What follows belongs to an exercise in optimizing a design on an open flow for small area, a short achievable clock period and few clock cycles; a production flow would make more cautious choices.
RTL that was checked went through simulation tests only; none was proved equivalent to the original.
No activity file was given, so power comes from the tool's default toggle rates.

// proc
module proc (
   imem_addr, dmem_addr, dmem_wdata, dmem_en, dmem_wr, halt,
   clk, rst, imem_rdata, dmem_rdata
   );
Size: roughly 1,900 cells after synthesis, about 85 I/O pins, roughly 14,000 um2 of cells after synthesis.
clock: 9.0 ns
lec_check: 0
abc_area: 1
cap_margin: 20
core_margin: 2
core_utilization: 40
cts_buf_list: sky130_fd_sc_hd__clkbuf_16
cts_cluster_diameter: 120
cts_cluster_size: 25
setup_slack_margin: 5.0
slew_margin: 20
run.sh (not shown) runs the stock make flow with config.mk's settings and CLKGATE_MAP_FILE= SYNTH_SCRIPT=/design/flow/synth_recipe.tcl, a recipe that flattens the netlist after the stock synthesis.
Next try:
--- a/flow/design.v
+++ b/flow/design.v
@@ -89,17 +89,17 @@
    assign dmem_en    = x_en;
    assign dmem_wr    = x_wr;
    assign halt       = x_halt;
    wire [15:1] nxt   = ({15{nx_f}} & f) | ({15{nx_bt}} & bt) | ({15{nx_agu}} & agu[15:1]);
    assign imem_addr  = {nxt, 1'b0};
    wire [15:0] ax   = x_sub ? ~a : a;
    wire [15:0] p    = ax ^ b;
    wire [16:0] sum  = pfx16(p, ax & b, x_sub);
-   wire        eq   = (a == b);
+   wire        eq   = x_sub ? &p : ~|p;           
    wire        sle  = (a[15] & ~b[15]) | (~(a[15] ^ b[15]) & sum[16]);
    wire        cmpb = (x_cmpt == 2'd0) ? eq :
                       (x_cmpt == 2'd1) ? (sle & ~eq) :
                       (x_cmpt == 2'd2) ? sle : sum[16];
    wire [15:0] lres = p & (a | {16{~x_andn}});     
    wire [3:0]  k    = b[3:0];
    wire [15:0] t1   = k[0] ? {a[14:0], a[15]}      : a;
    wire [15:0] t2   = k[1] ? {t1[13:0], t1[15:14]} : t1;
Outcome: Worst setup slack gains 140 ps. Cell count went down by 2.9%. Power went up by 1.6%. Critical path depth went down by 6. Sequential share of layout area went up by 0.52 points. Final area went down by 1.3%. Synthesized area went down by 0.34%. Global-route usage went down by 0.28 points. Count of clock-buffer cells in the layout went up by 1. Via count went down by 1.8%. Hold slack loses 71 ps.
Testbench counts after the change, summed over its fixed seeds: cycles 87,473.
Function not checked in the first run of this note: the RTL went through the layout flow alone.

========
## pepper
The RTL this note starts from:
==> flow/design.v <==
module proc (
   imem_addr, dmem_addr, dmem_wdata, dmem_en, dmem_wr, halt,
   clk, rst, imem_rdata, dmem_rdata
   );
   input clk;
   input rst;
   output [15:0] imem_addr;
   input  [15:0] imem_rdata;
   output [15:0] dmem_addr;
   output [15:0] dmem_wdata;
   output        dmem_en;
   output        dmem_wr;
   input  [15:0] dmem_rdata;
   output        halt;
   function [16:0] add16;
      input [15:0] x, y;
      input        cin;
      reg   [15:0] g, p, gg, pp;
      integer      l, m, n;
      begin
         g  = x & y;
         p  = x ^ y;
         gg = g;
         pp = p;
         gg[0] = g[0] | (p[0] & cin);
         for (l = 1; l < 16; l = l * 2)
            for (m = 0; m < 16; m = m + 1)
               if (m & l) begin
                  n = (m & ~(2 * l - 1)) + l - 1;
                  gg[m] = gg[m] | (pp[m] & gg[n]);
                  pp[m] = pp[m] & pp[n];
               end
         add16 = {gg[15], p ^ {gg[14:0], cin}};
      end
   endfunction
   wire [15:0] ni  = imem_rdata;
   wire [4:0]  nop = ni[15:11];
   wire [2:0]  nrs = ni[10:8];
   wire [2:0]  nrt = ni[7:5];
   wire n_rfmt  = (nop[4:3] == 2'b11) & (nop[2:1] != 2'b00);    
   wire n_addi  = (nop == 5'b01000);
   wire n_subi  = (nop == 5'b01001);
   wire n_logi  = (nop[4:1] == 4'b0101);                       
   wire n_shi   = (nop[4:2] == 3'b101);                        
   wire n_st    = (nop == 5'b10000);
   wire n_ld    = (nop == 5'b10001);
   wire n_slbi  = (nop == 5'b10010);
   wire n_stu   = (nop == 5'b10011);
   wire n_btr   = (nop == 5'b11001);
   wire n_lbi   = (nop == 5'b11000);
   wire n_arith = (nop == 5'b11011);                           
   wire n_shr   = (nop == 5'b11010);                           
   wire n_cmp   = (nop[4:2] == 3'b111);                        
   wire n_br    = (nop[4:2] == 3'b011);
   wire n_j     = (nop[4:2] == 3'b001) & ~nop[0];              
   wire n_jr    = (nop[4:2] == 3'b001) &  nop[0];              
   wire n_link  = (nop[4:1] == 4'b0011);                       
   wire       n_we = n_addi | n_subi | n_logi | n_shi | n_ld | n_slbi | n_stu |
                     n_btr | n_lbi | n_arith | n_shr | n_cmp | n_link;
   wire [2:0] n_wa = n_link ? 3'd7 :
                     (n_lbi | n_slbi | n_stu) ? nrs :
                     (n_btr | n_arith | n_shr | n_cmp) ? ni[4:2] : nrt;
   reg  [15:0] r0, r1, r2, r3, r4, r5, r6, r7;
   reg  [15:0] an, bn;
   always @* begin
      case (nrs)
        3'd0: an = r0; 3'd1: an = r1; 3'd2: an = r2; 3'd3: an = r3;
        3'd4: an = r4; 3'd5: an = r5; 3'd6: an = r6; default: an = r7;
      endcase
      case (nrt)
        3'd0: bn = r0; 3'd1: bn = r1; 3'd2: bn = r2; 3'd3: bn = r3;
        3'd4: bn = r4; 3'd5: bn = r5; 3'd6: bn = r6; default: bn = r7;
      endcase
   end
   reg  [15:1] f;            
   reg  [15:0] agu;          
   reg  [15:1] bt;           
   reg  [15:0] a, b;         
   reg         we;
   reg  [2:0]  wa;
   reg         x_jr, taken;
   reg         x_en, x_wr, x_halt;
   reg         x_sub, x_andn;
   reg  [1:0]  x_sht, x_cmpt;
   reg         s_agu, s_add, s_log, s_sh, s_btr, s_cmp, s_imm, s_slbi, s_ld, s_link;
   assign dmem_addr  = agu;
   assign dmem_wdata = b;
   assign dmem_en    = x_en;
   assign dmem_wr    = x_wr;
   assign halt       = x_halt;
   wire [15:1] nxt   = x_jr ? agu[15:1] : taken ? bt : f;
   assign imem_addr  = {nxt, 1'b0};
   wire [15:0] ax   = x_sub ? ~a : a;
   wire [16:0] sum  = add16(ax, b, x_sub);
   wire        eq   = (a == b);
   wire        sle  = (a[15] & ~b[15]) | (~(a[15] ^ b[15]) & sum[16]);
   wire        cmpb = (x_cmpt == 2'd0) ? eq :
                      (x_cmpt == 2'd1) ? (sle & ~eq) :
                      (x_cmpt == 2'd2) ? sle : sum[16];
   wire [15:0] lres = x_andn ? (a & ~b) : (a ^ b);
   wire [3:0]  k    = b[3:0];
   wire [15:0] t1   = k[0] ? {a[14:0], a[15]}      : a;
   wire [15:0] t2   = k[1] ? {t1[13:0], t1[15:14]} : t1;
   wire [15:0] t3   = k[2] ? {t2[11:0], t2[15:12]} : t2;
   wire [15:0] rot  = k[3] ? {t3[7:0], t3[15:8]}   : t3;
   reg  [15:0] mask, btr;
   integer i;
   always @* begin
      for (i = 0; i < 16; i = i + 1) begin
         mask[i] = ~x_sht[0] | (x_sht[1] ? (i < k || k == 4'd0) : (i >= k));
         btr[i]  = a[15 - i];
      end
   end
   wire [15:0] shres = rot & mask;
   wire [15:0] wd = ({16{s_agu}}  & agu) |
                    ({16{s_add}}  & sum[15:0]) |
                    ({16{s_log}}  & lres) |
                    ({16{s_sh}}   & shres) |
                    ({16{s_btr}}  & btr) |
                    ({16{s_cmp}}  & {15'd0, cmpb}) |
                    ({16{s_imm}}  & {s_slbi ? a[7:0] : b[15:8], b[7:0]}) |
                    ({16{s_ld}}   & dmem_rdata) |
                    ({16{s_link}} & {f, 1'b0});
   always @(posedge clk) begin
      if (we) begin
         case (wa)
           3'd0: r0 <= wd; 3'd1: r1 <= wd; 3'd2: r2 <= wd; 3'd3: r3 <= wd;
           3'd4: r4 <= wd; 3'd5: r5 <= wd; 3'd6: r6 <= wd; default: r7 <= wd;
         endcase
      end
   end
   wire [15:0] n_s5 = {{11{ni[4]}}, ni[4:0]};
   wire [15:0] n_z5 = {11'd0, ni[4:0]};
   wire [15:0] n_s8 = {{8{ni[7]}}, ni[7:0]};
   wire [15:0] fa   = (we && wa == nrs) ? wd : an;
   wire [15:0] fb   = (we && wa == nrt) ? wd : bn;
   wire [3:0]  n_cnt = n_shi ? ni[3:0] : fb[3:0];
   wire        n_rgt = n_shi ? nop[1] : ni[1];
   wire [3:0]  n_k   = n_rgt ? 4'd0 - n_cnt : n_cnt;
   wire        n_az  = ~|fa;
   wire        n_tk  = n_j | (n_br & ((nop[1:0] == 2'b00) ?  n_az :
                                      (nop[1:0] == 2'b01) ? ~n_az :
                                      (nop[1:0] == 2'b10) ?  fa[15] : ~fa[15]));
   always @(posedge clk) begin
      a <= fa;
      b <= n_subi           ? n_s5 :
           (n_shi | n_shr)  ? {12'd0, n_k} :
           n_logi           ? n_z5 :
           (n_lbi | n_slbi) ? n_s8 : fb;
      agu <= add16(fa, n_jr ? n_s8 : n_s5, 1'b0);
      bt  <= nxt + (n_j ? {{5{ni[10]}}, ni[10:1]} : {{8{ni[7]}}, ni[7:1]}) + 15'd1;
      f        <= rst ? 15'd0 : nxt + 15'd1;
      we     <= ~rst & n_we;
      wa     <= n_wa;
      x_jr   <= ~rst & n_jr;
      taken  <= ~rst & n_tk;
      x_en   <= ~rst & (n_st | n_ld | n_stu);
      x_wr   <= ~rst & (n_st | n_stu);
      x_halt <= ~rst & (nop == 5'b00000);
      x_sub  <= n_subi | (n_arith & (ni[1:0] == 2'b01)) | (n_cmp & (nop[1:0] == 2'b01 || nop[1:0] == 2'b10));
      x_andn <= n_rfmt ? ni[0] : nop[0];
      x_sht  <= n_rfmt ? ni[1:0] : nop[1:0];
      x_cmpt <= nop[1:0];
      s_agu  <= n_addi | n_stu;
      s_add  <= n_subi | (n_arith & ~ni[1]);
      s_log  <= n_logi | (n_arith & ni[1]);
      s_sh   <= n_shi | n_shr;
      s_btr  <= n_btr;
      s_cmp  <= n_cmp;
      s_imm  <= n_lbi | n_slbi;
      s_slbi <= n_slbi;
      s_ld   <= n_ld;
      s_link <= n_link;
   end
endmodule
Settings: LEC_CHECK=0, CAP_MARGIN=20, CORE_MARGIN=2, CORE_UTILIZATION=40, SETUP_SLACK_MARGIN=4.5, SLEW_MARGIN=20; clock period 9.0 ns.
Testbench counts of pepper, summed over its fixed seeds: cycles 87,473.
The inputs of garnet differ from those of pepper as listed below.
--- a/flow/design.v
+++ b/flow/design.v
@@ -13,12 +13,10 @@
    input  [15:0] dmem_rdata;
    output        halt;
-   function [16:0] add16;
-      input [15:0] x, y;
+   function [16:0] pfx16;
+      input [15:0] p, g;
       input        cin;
-      reg   [15:0] g, p, gg, pp;
+      reg   [15:0] gg, pp;
       integer      l, m, n;
       begin
-         g  = x & y;
-         p  = x ^ y;
          gg = g;
          pp = p;
@@ -31,5 +29,5 @@
                   pp[m] = pp[m] & pp[n];
                end
-         add16 = {gg[15], p ^ {gg[14:0], cin}};
+         pfx16 = {gg[15], p ^ {gg[14:0], cin}};
       end
    endfunction
@@ -75,9 +73,8 @@
    reg  [15:1] f;            
    reg  [15:0] agu;          
-   reg  [15:1] bt;           
+   reg         redir;        
    reg  [15:0] a, b;         
    reg         we;
    reg  [2:0]  wa;
-   reg         x_jr, taken;
    reg         x_en, x_wr, x_halt;
    reg         x_sub, x_andn;
@@ -89,8 +86,8 @@
    assign dmem_wr    = x_wr;
    assign halt       = x_halt;
-   wire [15:1] nxt   = x_jr ? agu[15:1] : taken ? bt : f;
+   wire [15:1] nxt   = redir ? agu[15:1] : f;
    assign imem_addr  = {nxt, 1'b0};
    wire [15:0] ax   = x_sub ? ~a : a;
-   wire [16:0] sum  = add16(ax, b, x_sub);
+   wire [16:0] sum  = pfx16(ax ^ b, ax & b, x_sub);
    wire        eq   = (a == b);
    wire        sle  = (a[15] & ~b[15]) | (~(a[15] ^ b[15]) & sum[16]);
@@ -135,4 +132,9 @@
    wire [15:0] fa   = (we && wa == nrs) ? wd : an;
    wire [15:0] fb   = (we && wa == nrt) ? wd : bn;
+   wire        n_pcrel = n_j | n_br;
+   wire [15:0] n_x  = n_pcrel ? {nxt, 1'b1} : fa;
+   wire [15:0] n_y  = n_j  ? {{5{ni[10]}}, ni[10:1], 1'b1} :
+                      n_br ? {{8{ni[7]}}, ni[7:1], 1'b1} :
+                      n_jr ? n_s8 : n_s5;
    wire [3:0]  n_cnt = n_shi ? ni[3:0] : fb[3:0];
    wire        n_rgt = n_shi ? nop[1] : ni[1];
@@ -148,11 +150,9 @@
            n_logi           ? n_z5 :
            (n_lbi | n_slbi) ? n_s8 : fb;
-      agu <= add16(fa, n_jr ? n_s8 : n_s5, 1'b0);
-      bt  <= nxt + (n_j ? {{5{ni[10]}}, ni[10:1]} : {{8{ni[7]}}, ni[7:1]}) + 15'd1;
+      agu <= pfx16(n_x ^ n_y, n_x & n_y, 1'b0);
       f        <= rst ? 15'd0 : nxt + 15'd1;
       we     <= ~rst & n_we;
       wa     <= n_wa;
-      x_jr   <= ~rst & n_jr;
-      taken  <= ~rst & n_tk;
+      redir  <= ~rst & (n_jr | n_tk);
       x_en   <= ~rst & (n_st | n_ld | n_stu);
       x_wr   <= ~rst & (n_st | n_stu);
Findings:
In garnet relative to pepper, horizontal die dimension had gone down by a few percent.
met3 wirelength from detailed routing for garnet is higher than for pepper.
In the metrics for garnet and pepper, the one carrying the lower number of filler cells placed in the layout is garnet.
Final net count in garnet is about 5% lower than in pepper
garnet vs pepper — buffers inserted during post-CTS setup optimization dropped by a few percent
Diff pepper -> garnet | count of mapped cells out of synthesis | down by a few percent
Testbench counts of garnet, summed over its fixed seeds: cycles 87,473.

static timing again, ports no longer ideal:
The flow's constraints put no driver on any port. The routed layouts listed below were extracted and timed again, unchanged, in two steps.
Step 1 assumes that a clkbuf_16 drives the clock port and a buf_2 every other input.
Step 2, shift: input delay + t, output delay - t, t = (earliest + latest rising clock arrival at the registers) / 2. This alone moves slack from input paths to output paths.
Slacks: ideal ports / drivers / drivers and shift; pairs: ideal ports / drivers.
run	t, ns	setup slack, ns	worst setup path at the end
the first run of note 1	0.537	4.947 / 4.971 / 4.434	input to register
the second run of note 1	0.534	5.092 / 5.062 / 4.581	input to register
pepper	0.609	4.334 / 4.273 / 3.664	input to register
garnet	0.567	4.182 / 4.179 / 3.612	input to register
After both steps setup and hold are still met in every run listed. For pepper, which loses most, drivers alone change the setup slack by -0.061 ns; drivers and shift together by -0.670 ns.
